This is an optimization exercise on Yosys and OpenROAD, whose aim is small area and a short achievable clock period, not a production implementation.
The RTL was checked by simulation tests, not by an equivalence proof against the original design.

==> flow/design.v (outline; a module is shown in full before it is edited, if it fits) <==
// module adaptive_filter: 379 lines
module adaptive_filter(
    input wire clk,
    input wire rst_n,
    input wire [31:0] input_signal,
    input wire [31:0] desired_signal,
    output wire [31:0] filtered_signal
);
  // ...
==> flow/flow/run.sh <==
#!/bin/bash
# Own layout flow: the standard flow (standard.sh) with three changes:
# 1. The synthesis skips the generic 'abc -fast' pass that Yosys's synth runs
#    before ORFS extracts full/half adders, so the adder trees written in the
#    RTL reach extract_fa as written; ABC still maps all remaining logic at
#    the end, as in the standard flow. Registers and their names are the
#    standard synthesis's.
# 2. Each input and output port gets a plain sky130_fd_sc_hd__buf_2 as its
#    port buffer (the standard flow picks clkdlybuf4s50_1, a slower and
#    larger delay cell). Every port is still buffered.
# 3. Clock tree synthesis runs with ORFS's usual arguments plus
#    -dont_use_dummy_load (no extra load cells hung on the clock tree).
set -euo pipefail
cd "$(dirname "$0")/.."
sed '1s/.*/proc synth {args} { if {[lsearch -exact $args fine:] >= 0} { yosys synth -nofsm -noshare -noabc {*}$args } else { yosys synth -nofsm -noshare {*}$args } }/' \
  synth_recipe.tcl > own_synth.tcl
sed -e 's#synth_recipe\.tcl#own_synth.tcl#g' \
    -e 's#^make \(.*\) "\${@:-finish}"$#make \1 "BUFFER_PORTS_ARGS=-buffer_cell sky130_fd_sc_hd__buf_2" "CTS_ARGS=-sink_clustering_enable -repair_clock_nets -dont_use_dummy_load" "${@:-finish}"#' \
  standard.sh > own_standard.sh
bash own_standard.sh finish > own_flow.log 2>&1
==> flow/standard.sh <==
#!/bin/bash
# synth_recipe.tcl (not shown) runs the flow's synth.tcl, then flattens the netlist and writes it again
# the make line also repeats each setting of config.mk as NAME=value (left out here)
make -C /OpenROAD-flow-scripts/flow DESIGN_CONFIG=/design/flow/config.mk WORK_HOME=/design/flow/orfs CLKGATE_MAP_FILE= SYNTH_SCRIPT=/design/flow/synth_recipe.tcl "${@:-finish}"
==> flow/config.mk <==
export PLATFORM = sky130hd
export DESIGN_NAME = adaptive_filter
export DESIGN_NICKNAME = adaptive_filter
export VERILOG_FILES = /design/flow/design.v
export SDC_FILE = /design/flow/constraint.sdc
export NUM_CORES = 4
export LEC_CHECK = 0
export CAP_MARGIN = 20
export CORE_MARGIN = 2
export CORE_UTILIZATION = 50
export SETUP_SLACK_MARGIN = 3.5
export SLEW_MARGIN = 20
==> flow/constraint.sdc <==
create_clock -name core_clock -period 7.5 [get_ports {clk}]
set_input_delay 1.5000 -clock core_clock [delete_from_list [all_inputs] [get_ports {clk}]]
set_output_delay 1.5000 -clock core_clock [all_outputs]
set_load 0.01 [all_outputs]
==> out/results.txt, run 1 <==
Setup TNS Final: 0 ns
clkbuf count: 29
die width: 191.5 um
synth cell count leaders: dfxtp_1 (217), a22o_1 (156), fa_1 (152)
Setup Skew: 0.03845 ns
adder-cell share of the synthesized area: 25.78%
netlist area before placement: 17580 um^2
Initial Util: 50.77%
xor/xnor cell area share of the yosys netlist: 4.832%
crit end category: register
met2 WL: 19870 um
Synth Area in Compound Gates: 17.41%
main combinational cell family by area after synthesis: adder cells
DR pass1 iterations: 5
Worst Setup EP: cnh[12]
GRT overflow: 0
Post-DP Area: 18280 um^2
status: finished clean
setup ws final: 3.434 ns
CTS tree: built
Hold Startpoint: d4[11]
diodes inserted: 0
Worst-Margin Slew: 1.057 ns
Layout Utilization: 56.08%
H-tree depth: 1
Setup crit start kind: register
==> inputs of run 2 (changes only) <==
--- a/flow/config.mk
+++ b/flow/config.mk
@@ -7,6 +7,6 @@
 export LEC_CHECK = 0
 export CAP_MARGIN = 20
 export CORE_MARGIN = 2
-export CORE_UTILIZATION = 50
+export CORE_UTILIZATION = 60
 export SETUP_SLACK_MARGIN = 3.5
 export SLEW_MARGIN = 20
==> run 2 against run 1 <==
  * Still clean on timing, DRC and antenna
  * Clock-buffer cell count rose by 1
  * Synthesized cell count unchanged
  * Non-clock buffer count fell by 16
  * Sequential cell count unchanged
  * Clock skew down 0.0072 ns
  * Wire length shrank 1.9%
  * First-iteration DRC count fell by 6.0%
  * Cell count decreased by 4.0%
  * Highest routed layer unchanged
==> out/results.txt, run 2 <==
Synth Area per Inst: 10.76 um^2
Worst Setup SP: e[1]
Yosys reg bits: 283
Register Area: 6006 um^2
die width: 175.2 um (-8.5%)
crit end category: register
Setup Skew: 0.03124 ns (-0.007209 ns)
Reg-to-Reg End: cnh[14]
placed insts: 2010
diodes inserted: 0 (unchanged)
crit path buf inv count: 1
Seq/Total Area, Yosys: 34.10%
Worst R2R Setup Slack: 3.49 ns
Initial Util: 61.09% (+10 points)
Crit Reg-Reg Startpoint: e[1]
Crit Path Max Fanout: 5
Final #Nets: 2010
Detail Placement HPWL: 31000 um
Vias: 12530
status: finished clean
drt via density: 6.096
cell count along the critical path: 12
full die area: 30690 um^2
initial antenna violation count: 0
GRT Total Usage: 28.75%
Die Y-Extent: 175.2 um
Worst-Margin Slew: 1.066 ns (+0.009167 ns)
ANT nets after route: 0
clock root buffer: clkbuf_16
share of layout cells above drive strength 1: 15.44%
data required time of the worst path: 7.93 ns
Setup crit start kind: register
Reg clk slew, reported paths: 0.06 ns
Initial DRC Count: 862
Worst Setup EP: cnh[14]
Synth area leaders: dfxtp_1 (25%), fa_1 (17%), dfrtp_1 (9.4%)
Rows: 62
Port Buf Inserts: 63
CTS max path bufs: 3
Filler cells: 2231
unrepaired setup endpoints after global routing: yes
Setup TNS Final: 0 ns (unchanged)
Slew headroom: 28.93%
Mapped Nets: 1971
ys flop type: dfxtp_1
vias in the first global route: 12800
final period utilization: 53.50%
most frequent cell after synthesis: dfxtp_1
DRC Markers: 0
Yosys top cell area share: 24.71%
Synth warnings: 1
post-synthesis cell type count: 64
Max Fclk: 249.2 MHz
clock sink count: 283
Layout Utilization: 66.82% (+11 points)
final instance area: 19230 um^2
Num CTS Buffers: 30
largest net degree at the start of global routing: 67
netlist area before placement: 17580 um^2 (unchanged)
count of pins over their slew limit: 0
final setup fails: 0
footprint of the multi-input gates: 11220 um^2
most area-hungry cell type in the Yosys netlist: dfxtp_1
Hold Startpoint: d4[2]
Gate Count Post-Synth: 1634
Core Footprint: 28780 um^2
EDFF count, synth: 0
DR pass1 iterations: 5 (unchanged)
H-tree depth: 1 (unchanged)
FFs w/ async S/R, synth: 23.32%
GRT overflow: 0 (unchanged)
P&R area growth vs syn: 9.372%
critical path's slowest cell: fa_1
max cap viols: 0
most frequent cells in the layout: dfxtp_1 (217), a22o_1 (155), fa_1 (150)
delay of the slowest critical-path stage: 0.58 ns
reg2reg path depth: 12
CTS tree: built
Worst-Skew Late Latency: 0.55 ns
post-route insts no fill: 2055
synth cell count leaders: dfxtp_1 (217), a22o_1 (156), fa_1 (152)
GPL Wtd Cong: 0.9066
top flop regs: fh: 31 flops, ps: 31 flops, pb: 28 flops
I/O pins: 98
Tmin final: 4.012 ns
Post-DP Area: 18160 um^2 (-0.65%)
most used cell, CP: fa_1
first-pass GRT wire length: 69270 um
final hold violations: 0
commonest non-fill, non-tap cell in the layout: dfxtp_1
critical path arrival: 4.44 ns
detailed-route wire length per cell: 20.95 um
Top delay family on crit path: adder cells
Hold WC Path Type: register to register
WS Path Type: register to register
drt total wl: 43050 um
Cell Chain, Critical Path: buf_6 > mux2_4 > a22o_1 > fa_1 > fa_1 > fa_1 > ha_4 > o21ai_4 > o31ai_4 > o41a_1 > a31oi_2 > xnor2_1
## run 2: cell counts after synthesis
Identical to the previous run, type by type.
## run 2: cell families after synthesis
family                   synth area share, %
XOR/XNOR                               4.832
AO/OA/AOI/OAI                          17.41
flip-flops                             34.10
multiplexers                           5.956
buffers and inverters                  3.067
other                                0.04271
AND/OR/NAND/NOR                        8.817
adder cells (fa/ha/maj)                25.78
## run 2: final cells by class
type	count	area share (%)
well taps	384	2.499
inverters	48	0.9370
repair buffers	97	3.091
multi-input cells	1213	58.34
flip-flops and latches	283	31.23
clock buffers	30	3.904
## run 2: repair_timing
action	4_1_cts	5_1_grt
setup buffers	8	7
hold buffers	0	0
resized for setup	23	20
setup endpoints to repair	8	3
pin swaps	2	9
## run 2: stage by stage
step                      hold slack [ns]  setup slack [ns]
final                              0.3218             3.488
after global routing               0.3260             3.398
after CTS                          0.3257             3.510
after detailed placement           0.3121             2.692
after global placement             0.3106             2.715
after floorplan                    0.3096             3.530
## run 2: layer usage
metal  vias to the layer above  wire length (um)  track usage, %
li1                       5844                 -               -
met5                         -                 0               0
met4                         0              1103           8.924
met2                       456             19940           46.05
met3                        96              2864           4.308
met1                      6131             19140           40.48
## run 2: worst min path at each step
stage             to  cells after the start
6_report       d5[2]                      0
5_1_grt        d5[6]                      0
4_1_cts        d5[2]                      0
3_5_place_dp   d4[4]                      0
3_3_place_gp   d4[0]                      0
2_1_floorplan  d1[0]                      0

afterwards: timing with drivers on the ports:
Ports are ideal in the flow. The routed layouts listed here were re-timed in OpenROAD. Step 1 (the two cells are an assumption about what drives the block):
set clk [get_ports {clk}]
set_driving_cell -lib_cell sky130_fd_sc_hd__clkbuf_16 $clk
set_driving_cell -lib_cell sky130_fd_sc_hd__buf_2 [delete_from_list [all_inputs] $clk]
Step 2, shift: input delay + t, output delay - t, t = (earliest + latest rising clock arrival at the registers) / 2. This alone moves slack from input paths to output paths. a / b / c = ideal ports / drivers / drivers and shift; a / b = the first two.
run	t (ns)	setup WS [ns]	clock arrival spread, ns
run 1	0.589	3.434 / 3.434 / 3.434	0.040 / 0.040
run 2	0.591	3.488 / 3.488 / 3.488	0.035 / 0.035
After both steps setup and hold are still met in every run listed.
